Background: an optimization exercise with open tools, aiming at small area. Do not read the settings as production practice. In this exercise RTL edits were held to simulation tests only and were not proved equivalent to the original. No driver is modelled on the clock port, so clocking that relies on it looks cheaper here than on a real chip. Power is estimated from default activity; no workload was simulated.

Design Rs232_Controller, start of the top module:
module Rs232_Controller(clk,reset,data_in,Rs232_Rxd,start_flag,data_out,done_flag,Rs232_Txd);
For scale: ~360 cells after synthesis, ~130 I/O pins.
Settings: LEC_CHECK=0, CAP_MARGIN=0, CORE_MARGIN=2, CORE_UTILIZATION=40, SLEW_MARGIN=0; clock period 10.0 ns.
standard.sh (not shown) runs the stock make flow with config.mk's settings and CLKGATE_MAP_FILE= SYNTH_SCRIPT=/design/flow/synth_recipe.tcl, a recipe that flattens the netlist after the stock synthesis.
==> flow/flow/run.sh <==
#!/bin/bash
# Standard layout with three changes:
#  - the combinational logic of the standard synthesis is mapped again for
#    area (resynth.tcl, with each flow/resynth_*.abc script, keeping the
#    smallest); the registers are kept exactly as synthesised, and
#    equiv.tcl proves the new netlist equal to the standard one;
#  - the smallest buffer (buf_1) on each input and output port;
#  - clock tree synthesis without dummy loads, then each clock buffer
#    downsized while every flip-flop clock pin's slew stays under 110 ps
#    (post_cts.tcl).
set -euo pipefail
ARGS=("BUFFER_PORTS_ARGS=-buffer_cell sky130_fd_sc_hd__buf_1"
      "CTS_ARGS=-sink_clustering_enable -repair_clock_nets -dont_use_dummy_load"
      "POST_CTS_TCL=$PWD/flow/post_cts.tcl" "CLK_LEAF_SLEW_NS=0.110")
bash standard.sh "${ARGS[@]}" synth > standard_synth.log 2>&1

RES=orfs/results/$FLOW_PLATFORM/Rs232_Controller/base
export LIB=$FLOW_HOME/platforms/sky130hd/lib/sky130_fd_sc_hd__tt_025C_1v80.lib
export TOP=$FLOW_TOP
export IN=$PWD/std_1_2_yosys.v
export OUT=$PWD/resynth_1_2_yosys.v
cp $RES/1_2_yosys.v "$IN"
export SEQ_CELLS="$(grep -oE 'sky130_fd_sc_hd__(e|s|se)?df[a-z0-9_]+|sky130_fd_sc_hd__s?dl[a-z]*[xr][a-z0-9_]*|sky130_fd_sc_hd__s?dlclkp[a-z0-9_]*' "$IN" | sort -u | tr '\n' ' ')"
export DONT_USE="$(sed -n '/^export DONT_USE_CELLS/,/^$/p' $FLOW_HOME/platforms/sky130hd/config.mk | grep -oE 'sky130_fd_sc_hd__[a-z0-9_]+' | sed 's/^/-dont_use /' | tr '\n' ' ')"
# Map with each ABC script and keep the smallest result.
best=""; best_area=""
for abc in flow/resynth_*.abc; do
  tag=$(basename "$abc" .abc)
  ABC_SCRIPT=$PWD/$abc OUT=$PWD/$tag.v yosys -c flow/resynth.tcl > $tag.log 2>&1
  area=$(grep "Chip area" $tag.log | tail -1 | awk '{print $NF}')
  echo "$tag $area" >> resynth_areas.txt
  if [[ -z "$best" ]] || awk -v a="$area" -v b="$best_area" 'BEGIN{exit !(a < b)}'; then
    best=$tag; best_area=$area
  fi
done
echo "chosen $best $best_area" >> resynth_areas.txt
cp $best.v "$OUT"
yosys -c flow/check.tcl > check.log 2>&1
yosys -c flow/equiv.tcl > equiv.log 2>&1
cp "$OUT" $RES/1_2_yosys.v

bash standard.sh "${ARGS[@]}" finish > standard.log 2>&1
==> flow/flow/post_cts.tcl <==
# ORFS POST_CTS_TCL hook: downsize the clock tree's buffers. Each clkbuf,
# leaves (those driving only flip-flop clock pins) first, takes the smallest
# size at which the worst slew over all flip-flop clock pins, with placement
# parasitics, stays at or below CLK_LEAF_SLEW_NS.
set limit [expr {[info exists ::env(CLK_LEAF_SLEW_NS)] ? $::env(CLK_LEAF_SLEW_NS) : 0.100}]
set sizes {sky130_fd_sc_hd__clkbuf_1 sky130_fd_sc_hd__clkbuf_2 sky130_fd_sc_hd__clkbuf_4 sky130_fd_sc_hd__clkbuf_8 sky130_fd_sc_hd__clkbuf_16}
set ::post_cts_clk_pins {}
foreach p [get_pins -hierarchical */CLK] { lappend ::post_cts_clk_pins $p }
proc worst_clk_slew {} {
  set w 0
  foreach p $::post_cts_clk_pins {
    set s [get_property $p slew_max]
    if {$s > $w} { set w $s }
  }
  return $w
}
set leaves {}
set others {}
foreach inst [get_cells -hierarchical *] {
  if {![string match sky130_fd_sc_hd__clkbuf_* [get_property $inst ref_name]]} { continue }
  set out [get_pins -of_objects $inst -filter "direction == output"]
  set leaf 1
  foreach p [get_pins -of_objects [get_nets -of_objects $out] -filter "direction == input"] {
    if {[get_property $p name] ne "CLK"} { set leaf 0; break }
  }
  if {$leaf} { lappend leaves $inst } else { lappend others $inst }
}
estimate_parasitics -placement
puts "post_cts: worst clock pin slew [format %.1f [expr {[worst_clk_slew] * 1e3}]] ps before"
foreach inst [concat $leaves $others] {
  set ref [get_property $inst ref_name]
  foreach cell $sizes {
    if {$cell eq $ref} { break }
    replace_cell $inst [get_lib_cells */$cell]
    estimate_parasitics -placement
    if {[worst_clk_slew] <= $limit} {
      puts "post_cts: [get_name $inst] $ref -> $cell"
      set ref $cell
      break
    }
    replace_cell $inst [get_lib_cells */$ref]
    estimate_parasitics -placement
  }
}
puts "post_cts: worst clock pin slew [format %.1f [expr {[worst_clk_slew] * 1e3}]] ps after"
Other scripts of this flow, unchanged in this note and not shown: flow/flow/check.tcl, flow/flow/equiv.tcl, flow/flow/resynth.tcl, flow/flow/resynth_a.abc, flow/flow/resynth_c.abc, flow/flow/resynth_e.abc, flow/flow/resynth_k.abc, flow/flow/resynth_p.abc, flow/flow/resynth_q.abc
Edit:
Settings changed: CAP_MARGIN 0 to 20, CORE_UTILIZATION 40 to 65, SLEW_MARGIN 0 to 20.
Power decreases by about 0.9%.
Final cell count decreases by about 6.6%.
Worst setup slack is worse by 0.057 ns.
Cell area decreases by 1.1%.
Via count barely changes.
Combinational power stays flat.
Global-route usage increases by 8.6 points.
Edit:
--- a/flow/flow/run.sh
+++ b/flow/flow/run.sh
@@ -13,3 +13,4 @@
       "CTS_ARGS=-sink_clustering_enable -repair_clock_nets -dont_use_dummy_load"
-      "POST_CTS_TCL=$PWD/flow/post_cts.tcl" "CLK_LEAF_SLEW_NS=0.110")
+      "POST_CTS_TCL=$PWD/flow/post_cts.tcl" "CLK_LEAF_SLEW_NS=0.110"
+      "RECOVER_POWER=100")
 bash standard.sh "${ARGS[@]}" synth > standard_synth.log 2>&1
Settings changed: CORE_UTILIZATION 65 to 40.
What happened:
- The new run completed and failed the layout checks on capacitance limit, slew limit
- synthesized area does not change
- clock-buffer cell count stays the same
- die area grows by 59%
- routed wire length grows by 5.7%
- via count grows by 0.78%
- hold slack is worse by 0.0055 ns
- cell count grows by 7.0%
- global-route usage shrinks by 8.6 points
- clock power grows by about 3%

## afterwards: timing with drivers on the ports
In the flow no input, the clock included, has a driving cell. The finished layouts below were timed again as built, in two steps. Step 1 sets driving cells, clkbuf_16 on the clock port and buf_2 on the other inputs (assumed; they add their load-dependent delay and slew). Step 2 times the ports against the registers' clock, not the clock port: input delays grow and output delays shrink by t, the midpoint of the rising clock arrivals with the driver on. Three values: ideal ports, drivers, drivers and shift; two values: the first two.
run | shift t [ns] | slack for setup (ns) | worst setup path after step 2
the first run | 0.487 | 6.572 / 6.543 / 6.154 | input to register
the second run | 0.488 | 6.515 / 6.489 / 6.147 | input to register
the third run | 0.488 | 5.387 / 5.387 / 5.387 | register to register
For the first run, which loses most, drivers alone change the setup slack by -0.029 ns; drivers and shift together by -0.418 ns.
